This is an optimization exercise on Yosys and OpenROAD, whose aim is a short achievable clock period and few clock cycles, not a production implementation. The RTL was checked by simulation tests, not by an equivalence proof against the original design. Power is estimated from default activity; no workload was simulated.

### config.mk
export PLATFORM = sky130hd
export DESIGN_NAME = LC3
export DESIGN_NICKNAME = LC3
export VERILOG_FILES = /design/flow/design.v
export SDC_FILE = /design/flow/constraint.sdc
export NUM_CORES = 4
export LEC_CHECK = 0
export CAP_MARGIN = 20
export CORE_MARGIN = 2
export CORE_UTILIZATION = 40
export SETUP_SLACK_MARGIN = 4.6
export SLEW_MARGIN = 20
export SYNTH_HIERARCHICAL = 1
export SYNTH_MINIMUM_KEEP_SIZE = 0
### constraint.sdc
create_clock -name core_clock -period 7.0 [get_ports {clk}]
set_input_delay 1.4000 -clock core_clock [delete_from_list [all_inputs] [get_ports {clk}]]
set_output_delay 1.4000 -clock core_clock [all_outputs]
set_load 0.01 [all_outputs]
### design.v
`timescale 1ns / 1ps
module LC3_amux(s_t11, s_base, s_pc1, s_npc, s_ma, lo, t11_c1, t11_c0, base, pc1, npc, ma,
                ylo, yhi_c1, yhi_c0);
	input s_t11, s_base, s_pc1, s_npc, s_ma;
	input [8:0] lo;
	input [6:0] t11_c1, t11_c0;
	input [15:0] base, pc1, npc, ma;
	output [8:0] ylo;
	output [6:0] yhi_c1, yhi_c0;
	wire [15:0] rest = ({16{s_base}} & base) | ({16{s_pc1}} & pc1) |
	                   ({16{s_npc}} & npc) | ({16{s_ma}} & ma);
	assign ylo = s_t11 ? lo : rest[8:0];
	assign yhi_c1 = s_t11 ? t11_c1 : rest[15:9];
	assign yhi_c0 = s_t11 ? t11_c0 : rest[15:9];
endmodule
module LC3_cmux(c9, c9r, t9_c1, t9_c0, yhi_c1, yhi_c0, t9hi, yhi);
	input c9, c9r;            
	input [6:0] t9_c1, t9_c0, yhi_c1, yhi_c0;
	output [6:0] t9hi, yhi;
	assign t9hi = c9 ? t9_c1 : t9_c0;
	assign yhi = c9r ? yhi_c1 : yhi_c0;
endmodule
module LC3_fmux(s_t9, lo, t9hi, ylo, yhi, y);
	input s_t9;
	input [8:0] lo, ylo;
	input [6:0] t9hi, yhi;
	output [15:0] y;
	assign y = s_t9 ? {t9hi, lo} : {yhi, ylo};
endmodule
`timescale 1ns / 1ps
module LC3_nsel(reset, fv, opc, cc, setcc, fN, fZ, fP, stall,
                t9_n1, t9_z1, t9_z0, s_t11, s_base, s_pc1, s_npc, s_ma);
	input reset;
	input fv;                 
	input [3:0] opc;
	input [2:0] cc;           
	input setcc;              
	input fN, fZ, fP;
	input stall;
	output t9_n1, t9_z1, t9_z0, s_t11, s_base, s_pc1, s_npc, s_ma;
	wire f = fv & ~reset;
	wire i_br  = (opc == 4'b0000);
	wire i_ld  = (opc == 4'b0010);
	wire i_st  = (opc == 4'b0011);
	wire i_jsr = (opc == 4'b0100);
	wire i_jmp = (opc == 4'b1100);
	wire brE = f & i_br & setcc;          
	wire tR = (fN & cc[2]) | (fZ & cc[1]) | (fP & cc[0]);
	wire early9 = f & (i_ld | i_st | (i_br & ~setcc & tR));
	assign t9_n1 = early9 | (brE & cc[2]);
	assign t9_z1 = early9 | (brE & cc[1]);
	assign t9_z0 = early9 | (brE & cc[0]);
	assign s_pc1 = f & ~(i_ld | i_st | i_jsr | i_jmp);
	assign s_t11 = f & i_jsr;
	assign s_base = f & i_jmp & ~stall;
	assign s_ma = f & i_jmp & stall;
	assign s_npc = ~fv & ~reset;
endmodule
module LC3_tsel(n, z, t9_n1, t9_z1, t9_z0, s_t9);
	input n, z, t9_n1, t9_z1, t9_z0;
	output s_t9;
	assign s_t9 = n ? t9_n1 : z ? t9_z1 : t9_z0;
endmodule
`timescale 1ns / 1ps
module LC3_alu(a, b, op, y);
	input [15:0] a, b;
	input [1:0] op;           
	output [15:0] y;
	wire [15:0] sum;
	LC3_add16 uadd(.a(a), .b(b), .s(sum));
	LC3_opmux umux(.a(a), .b(b), .op(op), .sum(sum), .y(y));
endmodule
module LC3_add16(a, b, s);
	input [15:0] a, b;
	output [15:0] s;
	reg [15:0] G, P;
	integer i, d;
	always @(*) begin
		G = a & b;
		P = a ^ b;
		for (d = 1; d < 16; d = d * 2)
			for (i = 15; i >= d; i = i - 1) begin
				G[i] = G[i] | (P[i] & G[i-d]);
				P[i] = P[i] & P[i-d];
			end
	end
	assign s = a ^ b ^ {G[14:0], 1'b0};
endmodule
module LC3_opmux(a, b, op, sum, y);
	input [15:0] a, b, sum;
	input [1:0] op;
	output [15:0] y;
	wire [15:0] other = (op == 2'd1) ? a & b : (op == 2'd2) ? ~a : a;
	assign y = (op == 2'd0) ? sum : other;
endmodule
`timescale 1ns / 1ps
module LC3_tadd(pc, ir, lo);
	input [15:0] pc;
	input [8:0] ir;
	output [8:0] lo;
	reg [8:0] G, P;
	integer i, d;
	always @(*) begin
		G = pc[8:0] & ir;
		P = pc[8:0] ^ ir;
		G[0] = G[0] | P[0];
		for (d = 1; d < 9; d = d * 2)
			for (i = 8; i >= d; i = i - 1) begin
				G[i] = G[i] | (P[i] & G[i-d]);
				P[i] = P[i] & P[i-d];
			end
	end
	assign lo = pc[8:0] ^ ir ^ {G[7:0], 1'b1};
endmodule
module LC3_c9(pc, ir, c9);
	input [8:0] pc;
	input [8:0] ir;
	output c9;
	reg [8:0] G, P;
	integer i, d;
	always @(*) begin
		G = pc & ir;
		P = pc ^ ir;
		G[0] = G[0] | P[0];
		for (d = 1; d < 9; d = d * 2)
			for (i = 8; i >= d; i = i - 1) begin
				G[i] = G[i] | (P[i] & G[i-d]);
				P[i] = P[i] & P[i-d];
			end
	end
	assign c9 = G[8];
endmodule
module LC3_hsel(pc, ir, t9_c1, t9_c0, t11_c1, t11_c0);
	input [15:0] pc;
	input [10:8] ir;
	output [6:0] t9_c1, t9_c0;        
	output [6:0] t11_c1, t11_c0;      
	wire [6:0] h = pc[15:9];
	reg [6:0] h_inc, h_dec;
	reg [4:0] g_inc, g_dec;
	integer k;
	always @(*) begin
		for (k = 0; k < 7; k = k + 1) begin
			h_inc[k] = h[k] ^ (&(h | ~(7'h7f >> (7 - k))));
			h_dec[k] = h[k] ^ ~(|(h & (7'h7f >> (7 - k))));
		end
		for (k = 0; k < 5; k = k + 1) begin
			g_inc[k] = h[k+2] ^ (&(h[6:2] | ~(5'h1f >> (5 - k))));
			g_dec[k] = h[k+2] ^ ~(|(h[6:2] & (5'h1f >> (5 - k))));
		end
	end
	assign t9_c1 = ir[8] ? h : h_inc;
	assign t9_c0 = ir[8] ? h_dec : h;
	wire [1:0] m = pc[10:9];
	wire [1:0] n = ir[10:9];
	wire [1:0] s0 = {m[1] ^ n[1] ^ (m[0] & n[0]), m[0] ^ n[0]};
	wire [1:0] s1 = {m[1] ^ n[1] ^ (m[0] | n[0]), ~(m[0] ^ n[0])};
	wire c11_0 = (m[1] & n[1]) | ((m[1] | n[1]) & m[0] & n[0]);
	wire c11_1 = (m[1] & n[1]) | ((m[1] | n[1]) & (m[0] | n[0]));
	assign t11_c1 = {(ir[10] == c11_1) ? h[6:2] : c11_1 ? g_inc : g_dec, s1};
	assign t11_c0 = {(ir[10] == c11_0) ? h[6:2] : c11_0 ? g_inc : g_dec, s0};
endmodule
`timescale 1ns / 1ps
module LC3_nflag(a, b, op, n);
	input [15:0] a, b;
	input [1:0] op;           
	output n;
	reg [14:0] G, P;
	integer i, d;
	always @(*) begin
		G = a[14:0] & b[14:0];
		P = a[14:0] ^ b[14:0];
		for (d = 1; d < 15; d = d * 2)
			for (i = 14; i >= d; i = i - 1) begin
				G[i] = G[i] | (P[i] & G[i-d]);
				P[i] = P[i] & P[i-d];
			end
	end
	wire n_add = a[15] ^ b[15] ^ G[14];
	assign n = (op == 2'd0) ? n_add :
	           (op == 2'd1) ? a[15] & b[15] :
	           (op == 2'd2) ? ~a[15] : a[15];
endmodule
module LC3_zflag(a, b, op, z);
	input [15:0] a, b;
	input [1:0] op;           
	output z;
	wire z_add = &((a ^ b) ~^ {a[14:0] | b[14:0], 1'b0});
	assign z = (op == 2'd0) ? z_add :
	           (op == 2'd1) ? ~|(a & b) :
	           (op == 2'd2) ? &a : ~|a;
endmodule
`timescale 1ns / 1ps
module LC3_inc(a, y);
	input [15:0] a;
	output [15:0] y;
	reg [15:0] P;
	integer i, d;
	always @(*) begin
		P = a;
		for (d = 1; d < 16; d = d * 2)
			for (i = 15; i >= d; i = i - 1)
				P[i] = P[i] & P[i-d];
	end
	assign y = a ^ {P[14:0], 1'b1};
endmodule
`timescale 1ns / 1ps
module LC3_rmux(r0, r1, r2, r3, r4, r5, r6, r7, idx, wv, wdr, wres, y);
	input [15:0] r0, r1, r2, r3, r4, r5, r6, r7;
	input [2:0] idx, wdr;
	input wv;
	input [15:0] wres;
	output [15:0] y;
	reg [15:0] r;
	always @(*)
		case (idx)
			3'd0: r = r0;
			3'd1: r = r1;
			3'd2: r = r2;
			3'd3: r = r3;
			3'd4: r = r4;
			3'd5: r = r5;
			3'd6: r = r6;
			default: r = r7;
		endcase
	assign y = (wv && wdr == idx) ? wres : r;
endmodule
module LC3_fwd(s, alu, x, y);
	input s;
	input [15:0] alu, x;
	output [15:0] y;
	assign y = s ? alu : x;
endmodule
module LC3_eq3(a, b, en, y);
	input [2:0] a, b;
	input en;
	output y;
	assign y = en & (a == b);
endmodule
`timescale 1ns / 1ps
module LC3(reset, clk, mem_addr, mem_wdata, mem_we, mem_rdata);
	input reset, clk;
	output [15:0] mem_addr, mem_wdata;
	output mem_we;
	input [15:0] mem_rdata;
	reg [15:0] R0, R1, R2, R3, R4, R5, R6, R7;
	reg fN, fZ, fP;
	reg [15:0] ma, mw;
	reg we;
	reg fv;                   
	reg [15:0] npc;           
	reg ev;                   
	reg e_setcc;              
	reg e_ld;
	reg [1:0] e_op;           
	reg [2:0] e_dr;
	reg [15:0] e_a, e_b;
	reg w_v;
	reg [2:0] w_dr;
	reg [15:0] w_res;
	assign mem_addr = ma;
	assign mem_wdata = mw;
	assign mem_we = we;
	wire [15:0] alu;
	wire aN, aZ;
	LC3_alu ualu(.a(e_a), .b(e_b), .op(e_op), .y(alu));
	LC3_nflag unflag(.a(e_a), .b(e_b), .op(e_op), .n(aN));
	LC3_zflag uzflag(.a(e_a), .b(e_b), .op(e_op), .z(aZ));
	wire e_wr = ev & ~e_ld;               
	wire [15:0] ir = mem_rdata;
	wire [3:0] opc = ir[15:12];
	wire i_add = (opc == 4'b0001);
	wire i_and = (opc == 4'b0101);
	wire i_not = (opc == 4'b1001);
	wire i_ld  = (opc == 4'b0010);
	wire i_st  = (opc == 4'b0011);
	wire i_jsr = (opc == 4'b0100);
	wire i_jmp = (opc == 4'b1100);
	wire [15:0] s5 = {{11{ir[4]}}, ir[4:0]};
	wire [15:0] pc1;
	wire [8:0] tlo;
	wire c9;
	wire [6:0] t9_c1, t9_c0, t11_c1, t11_c0;
	LC3_inc uinc(.a(ma), .y(pc1));
	LC3_tadd utadd(.pc(ma), .ir(ir[8:0]), .lo(tlo));
	wire c9r;
	LC3_c9 uc9(.pc(ma[8:0]), .ir(ir[8:0]), .c9(c9));
	LC3_c9 uc9r(.pc(ma[8:0]), .ir(ir[8:0]), .c9(c9r));
	LC3_hsel uhsel(.pc(ma), .ir(ir[10:8]), .t9_c1(t9_c1), .t9_c0(t9_c0),
	               .t11_c1(t11_c1), .t11_c0(t11_c0));
	wire [15:0] base, rsv, rsb;
	LC3_rmux urb(.r0(R0), .r1(R1), .r2(R2), .r3(R3), .r4(R4), .r5(R5), .r6(R6), .r7(R7),
	             .idx(ir[8:6]), .wv(w_v), .wdr(w_dr), .wres(w_res), .y(base));
	LC3_rmux urs(.r0(R0), .r1(R1), .r2(R2), .r3(R3), .r4(R4), .r5(R5), .r6(R6), .r7(R7),
	             .idx(ir[11:9]), .wv(w_v), .wdr(w_dr), .wres(w_res), .y(rsv));
	LC3_rmux urt(.r0(R0), .r1(R1), .r2(R2), .r3(R3), .r4(R4), .r5(R5), .r6(R6), .r7(R7),
	             .idx(ir[2:0]), .wv(w_v), .wdr(w_dr), .wres(w_res), .y(rsb));
	wire fa, fb, fs, jstall;
	LC3_eq3 ueqa(.a(ir[8:6]), .b(e_dr), .en(e_wr & ~i_jsr), .y(fa));
	LC3_eq3 ueqb(.a(ir[2:0]), .b(e_dr), .en(e_wr & ~ir[5]), .y(fb));
	LC3_eq3 ueqs(.a(ir[11:9]), .b(e_dr), .en(e_wr), .y(fs));
	LC3_eq3 ueqj(.a(ir[8:6]), .b(e_dr), .en(e_wr & i_jmp), .y(jstall));
	wire [15:0] na, nb, nw;
	LC3_fwd ufa(.s(fa), .alu(alu), .x(i_jsr ? pc1 : base), .y(na));
	LC3_fwd ufb(.s(fb), .alu(alu), .x(ir[5] ? s5 : rsb), .y(nb));
	LC3_fwd ufs(.s(fs), .alu(alu), .x(rsv), .y(nw));
	wire t9_n1, t9_z1, t9_z0, s_t9, s_t11, s_base, s_pc1, s_npc, s_ma;
	LC3_nsel unsel(.reset(reset), .fv(fv), .opc(opc), .cc(ir[11:9]), .setcc(ev & e_setcc),
	               .fN(fN), .fZ(fZ), .fP(fP), .stall(jstall),
	               .t9_n1(t9_n1), .t9_z1(t9_z1), .t9_z0(t9_z0), .s_t11(s_t11), .s_base(s_base),
	               .s_pc1(s_pc1), .s_npc(s_npc), .s_ma(s_ma));
	LC3_tsel utsel(.n(aN), .z(aZ), .t9_n1(t9_n1), .t9_z1(t9_z1), .t9_z0(t9_z0), .s_t9(s_t9));
	wire [8:0] ylo;
	wire [6:0] yhi_c1, yhi_c0, t9hi, yhi;
	wire [15:0] nma;
	LC3_amux umux(.s_t11(s_t11), .s_base(s_base), .s_pc1(s_pc1), .s_npc(s_npc), .s_ma(s_ma),
	              .lo(tlo), .t11_c1(t11_c1), .t11_c0(t11_c0), .base(base), .pc1(pc1),
	              .npc(npc), .ma(ma), .ylo(ylo), .yhi_c1(yhi_c1), .yhi_c0(yhi_c0));
	LC3_cmux ucmux(.c9(c9), .c9r(c9r), .t9_c1(t9_c1), .t9_c0(t9_c0), .yhi_c1(yhi_c1), .yhi_c0(yhi_c0),
	               .t9hi(t9hi), .yhi(yhi));
	LC3_fmux ufmux(.s_t9(s_t9), .lo(tlo), .t9hi(t9hi), .ylo(ylo), .yhi(yhi), .y(nma));
	wire ldw = ev & e_ld;
	always @(posedge clk) begin
		if (reset) begin
			R0 <= 16'd0; R1 <= 16'd0; R2 <= 16'd0; R3 <= 16'd0;
			R4 <= 16'd0; R5 <= 16'd0; R6 <= 16'd0; R7 <= 16'd0;
			fN <= 1'b0; fZ <= 1'b0; fP <= 1'b0;
			we <= 1'b0;
			fv <= 1'b1;
			ev <= 1'b0;
			w_v <= 1'b0;
		end else begin
			if ((ldw && e_dr == 3'd0) || (w_v && w_dr == 3'd0)) R0 <= (ldw && e_dr == 3'd0) ? mem_rdata : w_res;
			if ((ldw && e_dr == 3'd1) || (w_v && w_dr == 3'd1)) R1 <= (ldw && e_dr == 3'd1) ? mem_rdata : w_res;
			if ((ldw && e_dr == 3'd2) || (w_v && w_dr == 3'd2)) R2 <= (ldw && e_dr == 3'd2) ? mem_rdata : w_res;
			if ((ldw && e_dr == 3'd3) || (w_v && w_dr == 3'd3)) R3 <= (ldw && e_dr == 3'd3) ? mem_rdata : w_res;
			if ((ldw && e_dr == 3'd4) || (w_v && w_dr == 3'd4)) R4 <= (ldw && e_dr == 3'd4) ? mem_rdata : w_res;
			if ((ldw && e_dr == 3'd5) || (w_v && w_dr == 3'd5)) R5 <= (ldw && e_dr == 3'd5) ? mem_rdata : w_res;
			if ((ldw && e_dr == 3'd6) || (w_v && w_dr == 3'd6)) R6 <= (ldw && e_dr == 3'd6) ? mem_rdata : w_res;
			if ((ldw && e_dr == 3'd7) || (w_v && w_dr == 3'd7)) R7 <= (ldw && e_dr == 3'd7) ? mem_rdata : w_res;
			w_v <= e_wr;
			if (ev & e_setcc) begin
				fN <= aN; fZ <= aZ; fP <= ~aN & ~aZ;
			end
			if (ev & e_ld) begin
				fN <= mem_rdata[15];
				fZ <= (mem_rdata == 16'd0);
				fP <= ~mem_rdata[15] & (mem_rdata != 16'd0);
			end
			if (fv) begin
				we <= i_st;
				fv <= ~(i_ld | i_st);
				ev <= i_add | i_and | i_not | i_jsr | i_ld;
			end else begin
				we <= 1'b0;
				fv <= 1'b1;
				ev <= 1'b0;
			end
		end
		ma <= nma;
		w_dr <= e_dr;
		w_res <= alu;
		npc <= pc1;
		mw <= nw;
		e_setcc <= i_add | i_and | i_not;
		e_ld <= i_ld;
		e_op <= i_add ? 2'd0 : i_and ? 2'd1 : i_not ? 2'd2 : 2'd3;
		e_dr <= i_jsr ? 3'd7 : ir[11:9];
		e_a <= na;
		e_b <= nb;
	end
endmodule
### flow/run.sh
#!/bin/bash
# The standard layout (standard.sh: the standard flow's own ORFS run, unchanged synthesis,
# floorplan, power grid, placement, CTS and routing), with one change: the
# buffers ORFS puts on every input and output port are buf_8 instead of the
# smallest buffer, which the later repair does not always upsize.
# make's output goes to standard.log; each ORFS step logs to orfs/logs/.
set -euo pipefail
bash standard.sh 'BUFFER_PORTS_ARGS=-buffer_cell sky130_fd_sc_hd__buf_8' finish > standard.log 2>&1
### standard.sh
#!/bin/bash
# synth_recipe.tcl (not shown) runs the flow's synth.tcl, then flattens the netlist and writes it again
# the make line also repeats each setting of config.mk as NAME=value (left out here)
make -C /OpenROAD-flow-scripts/flow DESIGN_CONFIG=/design/flow/config.mk WORK_HOME=/design/flow/orfs CLKGATE_MAP_FILE= SYNTH_SCRIPT=/design/flow/synth_recipe.tcl "${@:-finish}"
==> results of run 1 <==
==> power by group <==
group	internal, uW	total [uW]	switching [uW]
sequential	1450	1600	154
combinational	731	1520	792
clock	865	1510	650
==> per-module statistics from Yosys (local to each module, per instance), a selection <==
module | area [um^2] | times used | cells | flops+latches
LC3_inc | 283 | 1 | 38 | 0
LC3_fmux | 249 | 1 | 18 | 0
LC3_cmux | 233 | 1 | 16 | 0
LC3_amux | 544 | 1 | 74 | 0
LC3_tadd | 383 | 1 | 53 | 0
LC3_eq3 | 35.0 | 4 | 4 | 0
LC3 | 9410 | 1 | 852 | 241
LC3_add16 | 769 | 1 | 101 | 0
LC3_zflag | 797 | 1 | 102 | 0
LC3_tsel | 18.8 | 1 | 3 | 0
==> cells in the final DEF (no fill, tap or decap), types with 39 or more instances in the layout <==
cell,n
mux2i_1,233
dfxtp_1,175
buf_4,148
nor3_1,133
nor2_1,118
a211oi_1,83
mux2_4,82
nand3_1,63
inv_1,57
a211oi_2,52
ha_1,50
nand3b_1,49
buf_6,48
o21ai_0,47
dfxtp_4,47
nand2_2,45
a21oi_2,45
ha_4,41
buf_8,39
==> metrics by stage <==
stage	area [um^2]	hold slack, ns	instances
floorplan	20700	0.445	2216
global placement	20700	0.458	2739
detailed placement	20700	0.463	2739
CTS	25900	0.472	2987
global route	27300	0.486	3034
finish	27300	0.474	3034
==> final timing paths <==
check	slack, ns	end	from	cells past startpoint
setup / recovery	4.18	ma[7]	e_a[4]	11
hold / removal	0.47	fP	fP	2
setup reg to reg	4.18	ma[7]	e_a[4]	11
hold reg to reg	0.47	fP	fP	2
==> cell families after synthesis <==
group	count (synthesis)	share of synthesized area
mux	344	0.188
fa+ha+maj	103	0.0652
buf+inv	299	0.0912
xor+xnor	82	0.0357
compound gates	516	0.211
flops	241	0.240
simple gates	631	0.169
==> worst max-delay path, stage by stage, from the launching register on <==
cell and delay (ns):
dfxtp_4 0.38, buf_6 0.14, buf_4 0.15, nor4_1 0.36
nand4_1 0.21, o22ai_2 0.20, a221o_2 0.31, mux2i_4 0.29
o21ai_4 0.08, buf_6 0.13, buf_16 0.15, mux2_4 0.29
==> area by class of cell <==
class	count	area (um^2)
fillers	4144	22600
multi-input cells	1683	16000
flip-flops and latches	241	5020
repair buffers	310	4130
clock buffers	43	848
well taps	672	841
inverters	78	325
clock inverters	6	61.3
repair inverters	1	7.51
==> what timing repair did <==
action | CTS | global route
pin swaps | 134 | 96
buffers inserted | 162 | 44
cloned | 37 | 3
endpoints found under the setup margin | 147 | 159
resized for setup | 431 | 157
==> layer usage <==
| metal | share of wire | wire (um) |
|---|---|---|
| met4 | 0.081 | 7260 |
| met1 | 0.37 | 33300 |
| met5 | 0 | 0 |
| met3 | 0.11 | 9660 |
| met2 | 0.44 | 39500 |
==> results.txt, run 1 <==
Boundary Pins a little over 50; Clock Path Buffers 3; Crit path required time approximately 7.5 ns; Yosys top cell area share 0.240; relative slew slack 0.338; First-pass DRT Iterations 6; Post-DP HPWL roughly 45000 um; Max Cap Viol 0; CORE AREA between 40000 and 50000 um^2; EDFF count, synth 0; met3 Use GR 0.0861; Routed Antenna Nets 0; Worst Clk Skew roughly 0.012 ns; Area contributors post-synth dfxtp_1, mux2i_1, ha_1; crit end category register; CTS tree yes; min-delay worst type reg2reg; Layout area overhead 35.6%; root buf cell clkbuf_16; routability cong. around 0.89; cell accounting for the most synthesized area dfxtp_1; drt initial violations around 2400; GRT met2 Usage 0.507; #FFs+latches synth 241; Tmin final between 2 and 3 ns; count leader, synth mux2i_1; vias in the first global route a little under 20000; gr ovfl total 0; crit path DAT 3.28 ns; setup tns final 0 ns; antenna violations before repair 0; post-place setup slack about 2.6 ns; ys flop type dfxtp_1; yosys warns 14; die width roughly 230 um; fraction of layout cells with a size suffix above 1 0.412; sequential share of the synthesized area 0.240; Final Util 0.547; Starting Density 0.403; period utilisation layout 0.403; Synth async-reset ratio 0; Core Rows just over 80; crit path max fanout 8; Leak Pwr between 0.01 and 0.015 uW; fin. max-slew vios 0; final hold vios 0; syn nets roughly 2300; Die Y approximately 230 um; DR vias 20200; setup violators final 0; Worst Max-Slew Pin Slew a little under 1 ns; Clk pin slew, worst setup/hold paths 0.06 ns; Distinct cells, synth 88; fin nets approximately 2500; TritonCTS buffer count 29; all-layer global routing usage 0.320; Clk Latency, worst-skew pair 0.58 ns; buffers added on ports 50; first-pass GRT wire length 128000 um; # H-tree levels 1; largest net degree at the start of global routing 69; gr busiest metal met2; Post-Synthesis Cells around 2200; met1 usage 0.385; status complete, no violations; worst setup margin between 4 and 5 ns; top post-synthesis cells by count mux2i_1, dfxtp_1, nor3_1; Setup crit start kind register; post-synthesis average cell area roughly 9.1 um^2; Final Total Pwr roughly 4600 uW; # diodes 0; DRC 0; clk sinks 241; Worst VDD drop between 100 and 150 uV; final wirelength approximately 90000 um; DIE AREA ~52000 um^2; Mapped Area roughly 20000 um^2; CTS Hold Bufs 0; WL/cell ~30 um; WS Path Type reg2reg; pwr dens about 170 nW/um^2; Fmax achieved around 0.35 GHz; vias per cell between 6 and 7; RSZ-0062 raised after global routing yes
Testbench counts, summed over its fixed seeds: cycles 82,095.
==> run 2: changes to the inputs <==
--- a/design.v
+++ b/design.v
@@ -15,4 +15,4 @@
 endmodule
-module LC3_cmux(c9, c9r, t9_c1, t9_c0, yhi_c1, yhi_c0, t9hi, yhi);
-	input c9, c9r;            
+module LC3_cmux(c9, t9_c1, t9_c0, yhi_c1, yhi_c0, t9hi, yhi);
+	input c9;
 	input [6:0] t9_c1, t9_c0, yhi_c1, yhi_c0;
@@ -20,6 +20,6 @@
 	assign t9hi = c9 ? t9_c1 : t9_c0;
-	assign yhi = c9r ? yhi_c1 : yhi_c0;
+	assign yhi = c9 ? yhi_c1 : yhi_c0;
 endmodule
-module LC3_fmux(s_t9, lo, t9hi, ylo, yhi, y);
-	input s_t9;
+module LC3_fmux(s_t9, s_t9h, lo, t9hi, ylo, yhi, y);
+	input s_t9, s_t9h;        
 	input [8:0] lo, ylo;
@@ -27,3 +27,4 @@
 	output [15:0] y;
-	assign y = s_t9 ? {t9hi, lo} : {yhi, ylo};
+	assign y[8:0] = s_t9 ? lo : ylo;
+	assign y[15:9] = s_t9h ? t9hi : yhi;
 endmodule
@@ -179,5 +180,4 @@
 	wire n_add = a[15] ^ b[15] ^ G[14];
-	assign n = (op == 2'd0) ? n_add :
-	           (op == 2'd1) ? a[15] & b[15] :
-	           (op == 2'd2) ? ~a[15] : a[15];
+	wire n_other = (op == 2'd1) ? a[15] & b[15] : (op == 2'd2) ? ~a[15] : a[15];
+	assign n = (op == 2'd0) ? n_add : n_other;
 endmodule
@@ -188,5 +188,4 @@
 	wire z_add = &((a ^ b) ~^ {a[14:0] | b[14:0], 1'b0});
-	assign z = (op == 2'd0) ? z_add :
-	           (op == 2'd1) ? ~|(a & b) :
-	           (op == 2'd2) ? &a : ~|a;
+	wire z_other = (op == 2'd1) ? ~|(a & b) : (op == 2'd2) ? &a : ~|a;
+	assign z = (op == 2'd0) ? z_add : z_other;
 endmodule
@@ -285,5 +284,3 @@
 	LC3_tadd utadd(.pc(ma), .ir(ir[8:0]), .lo(tlo));
-	wire c9r;
 	LC3_c9 uc9(.pc(ma[8:0]), .ir(ir[8:0]), .c9(c9));
-	LC3_c9 uc9r(.pc(ma[8:0]), .ir(ir[8:0]), .c9(c9r));
 	LC3_hsel uhsel(.pc(ma), .ir(ir[10:8]), .t9_c1(t9_c1), .t9_c0(t9_c0),
@@ -311,3 +308,5 @@
 	               .s_pc1(s_pc1), .s_npc(s_npc), .s_ma(s_ma));
+	wire s_t9h;
 	LC3_tsel utsel(.n(aN), .z(aZ), .t9_n1(t9_n1), .t9_z1(t9_z1), .t9_z0(t9_z0), .s_t9(s_t9));
+	LC3_tsel utselh(.n(aN), .z(aZ), .t9_n1(t9_n1), .t9_z1(t9_z1), .t9_z0(t9_z0), .s_t9(s_t9h));
 	wire [8:0] ylo;
@@ -318,5 +317,5 @@
 	              .npc(npc), .ma(ma), .ylo(ylo), .yhi_c1(yhi_c1), .yhi_c0(yhi_c0));
-	LC3_cmux ucmux(.c9(c9), .c9r(c9r), .t9_c1(t9_c1), .t9_c0(t9_c0), .yhi_c1(yhi_c1), .yhi_c0(yhi_c0),
+	LC3_cmux ucmux(.c9(c9), .t9_c1(t9_c1), .t9_c0(t9_c0), .yhi_c1(yhi_c1), .yhi_c0(yhi_c0),
 	               .t9hi(t9hi), .yhi(yhi));
-	LC3_fmux ufmux(.s_t9(s_t9), .lo(tlo), .t9hi(t9hi), .ylo(ylo), .yhi(yhi), .y(nma));
+	LC3_fmux ufmux(.s_t9(s_t9), .s_t9h(s_t9h), .lo(tlo), .t9hi(t9hi), .ylo(ylo), .yhi(yhi), .y(nma));
 	wire ldw = ev & e_ld;
==> results.txt, run 2 <==
fin. max-slew vios 0; fin cells 2998; final wirelength around 88000 um; sequential share of the synthesized area 0.242; Register Area ~5000 um^2; Layout area overhead 35.6%; count leader, synth mux2i_1; power share of the combinational group 0.303; fin nets ~2400; area occupied by multi-input gates around 16000 um^2; EDFF count, synth 0; CORE AREA 49100 um^2; fraction of layout cells with a size suffix above 1 0.411; Tmin final approximately 2.9 ns; Area contributors post-synth dfxtp_1, mux2i_1, ha_1; TritonCTS buffer count 29; die width roughly 230 um; Final Util 0.550; crit path max fanout 12; Core Rows 81; Post-DP HPWL between 40000 and 50000 um; Post-Synthesis Cells between 2000 and 2500; root buf cell clkbuf_16; most common cell after layout, fill and taps aside mux2i_1; ys flop type dfxtp_1; Leak Pwr slightly below 0.01 uW; syn nets 2311; CTS tree yes; fill cell total of the finished layout around 4100; Net Sw Frac 0.324; crit end category register; Clock Path Buffers 3; worst setup margin around 4.1 ns; CTS Hold Bufs 0; setup violators final 0; Routed Antenna Nets 0; Crit path required time about 7.5 ns; DRC 0; routability cong. about 0.90; Mapped Area slightly below 20000 um^2; cell accounting for the most synthesized area dfxtp_1; Setup crit start kind input pin; yosys warns 14; Synth async-reset ratio 0; Starting Density 0.406; Worst Max-Slew Pin Slew 1.24 ns; all-layer global routing usage 0.321; Clk pin slew, worst setup/hold paths 0.07 ns; antenna violations before repair 3; # H-tree levels 1; WS Path Type in2reg; switching power between 1500 and 2000 uW; Yosys top cell area share 0.242; Boundary Pins between 50 and 60; Fmax achieved roughly 0.35 GHz; min-delay worst type reg2reg; most frequent cells in the layout mux2i_1, dfxtp_1, buf_4; vias in the first global route approximately 19000; gr ovfl total 0; relative slew slack 0.172; First-pass DRT Iterations 9; WL/cell ~29 um; post-synthesis average cell area 9.05 um^2; Die Y roughly 230 um; final hold vios 0; Worst VDD drop ~190 uV; Int Pwr around 3300 uW; clk sinks about 240; top post-synthesis cells by count mux2i_1, dfxtp_1, nor3_1; largest net degree at the start of global routing between 60 and 70; pwr dens 183 nW/um^2; status complete, no violations; Max Cap Viol 0; Clock Power Share 0.374; crit path DAT between 3 and 4 ns; first-pass GRT wire length 124000 um; period utilisation layout 0.408; Worst Clk Skew between 0.02 and 0.025 ns; Placed Cells around 2700; DIE AREA roughly 50000 um^2; Sequential Power Share 0.323; RSZ-0062 raised after global routing yes; DR vias between 15000 and 20000; Distinct cells, synth 88; #FFs+latches synth approximately 240; buffers added on ports 50; Clk Latency, worst-skew pair a little under 0.6 ns; setup tns final 0 ns; vias per cell about 6.6; drt initial violations approximately 2600; post-place setup slack ~2.6 ns
## run 2: cell count changes in the layout (fill, tap and decap cells not counted), moves of 8 or more
cell,previous run,this run
buf_4,148,157
mux2_2,19,30
nor2_1,118,106
a21oi_4,11,22
buf_6,48,38
inv_2,13,5
mux2_4,82,71
inv_1,57,66
bufinv_16,1,10
## run 2: final cells by class
class | instances | area share
Tap cell | 664 | 0.0308
Multi-Input combinational cell | 1665 | 0.588
Timing Repair Buffer | 296 | 0.141
Clock buffer | 39 | 0.0301
Timing Repair inverter | 2 | 0.000556
Clock inverter | 13 | 0.0120
Antenna cell | 1 | 0.0000927
Inverter | 77 | 0.0116
Sequential cell | 241 | 0.186
## run 2: metrics by stage
stage	area, um^2	hold slack (ns)	total power (uW)
after floorplan	20500	0.445	2250
after global placement	20500	0.459	2540
after detailed placement	20500	0.471	2560
after CTS	25200	0.478	4720
after global routing	27000	0.488	5050
final	27000	0.473	4950
## run 2: per-module statistics from Yosys, one instance, submodules excluded, excerpt
module	area, um^2	copies in the design
LC3_hsel	777	1
LC3_cmux	169	1
LC3_tsel	18.8	2
LC3_tadd	383	1
LC3_fwd	249	3
LC3_amux	544	1
LC3_nflag	350	1
LC3_eq3	35.0	4
LC3_nsel	145	1
LC3_fmux	263	1
LC3_inc	283	1
LC3_rmux	1450	3
LC3	9410	1
LC3_zflag	797	1
LC3_opmux	549	1
LC3_add16	769	1
## run 2: power groups by stage
stage          Clock (uW)  Combinational, uW  Sequential (uW)
2_1_floorplan           0                691             1560
3_3_place_gp            0                907             1630
3_5_place_dp            0                922             1630
4_1_cts              1840               1290             1580
5_1_grt              1900               1550             1600
6_report             1850               1500             1600
## run 2: per-layer routing
metal	track usage	vias up	part of all wire
li1	-	8440	-
met1	0.395	9589	0.38
met2	0.505	1357	0.44
met3	0.0903	419	0.11
met4	0.180	8	0.070
met5	0.00854	-	0.0011
## run 2: worst paths after layout
check,startpoint,endpoint,slack (ns),depth (start not counted)
max,mem_rdata[7],ma[14],4.14,11
min,fP,fP,0.47,2
max reg2reg,e_a[13],ma[7],4.27,8
min reg2reg,fP,fP,0.47,2
## run 2: kinds of logic after synthesis
family / synth area share
simple gates: 0.171
flops: 0.242
xor+xnor: 0.0361
mux: 0.189
compound gates: 0.210
fa+ha+maj: 0.0609
buf+inv: 0.0910
## run 2: critical path, stage by stage
cell and delay [ns]:
buf_16 0.14, xnor2_2 0.13, and4_4 0.22, inv_1 0.05
nor2_1 0.05, buf_6 0.15, a222oi_1 0.36, buf_4 0.20
a2bb2oi_1 0.07, mux2_4 0.28, mux2_4 0.26
## run 2: what timing repair did
action,4_1_cts,5_1_grt
pin swaps,91,116
gates resized for setup,363,223
cloned,31,3
setup buffers,141,53
endpoints found under the setup margin,163,137
Testbench counts of run 2, summed over its fixed seeds: cycles 82,095.

[afterwards: timing with drivers on the ports]
The results above use ideal ports. As a check the final layouts listed here were re-extracted and re-timed, cells and wires unchanged.
Step 1 sets driving cells, clkbuf_16 on the clock port and buf_2 on the other inputs (assumed; they add their load-dependent delay and slew).
Step 2 also shifts input and output timing later by t, the mid clock arrival at the registers, as if the neighbouring blocks saw the same clock.
a / b / c = ideal / step 1 / step 2; a / b = the first two.
| run | t (ns) | setup slack, ns | worst setup path after step 2 | latest minus earliest clock arrival (ns) |
|---|---|---|---|---|
| run 1 | 0.629 | 4.181 / 3.723 / 3.094 | input to register | 0.012 / 0.013 |
| run 2 | 0.636 | 4.145 / 3.789 / 3.153 | input to register | 0.022 / 0.022 |
After both steps setup and hold are still met in every run listed. The setup slack of run 1, which loses most, moves by -0.458 ns with the drivers and by -1.087 ns with both steps.
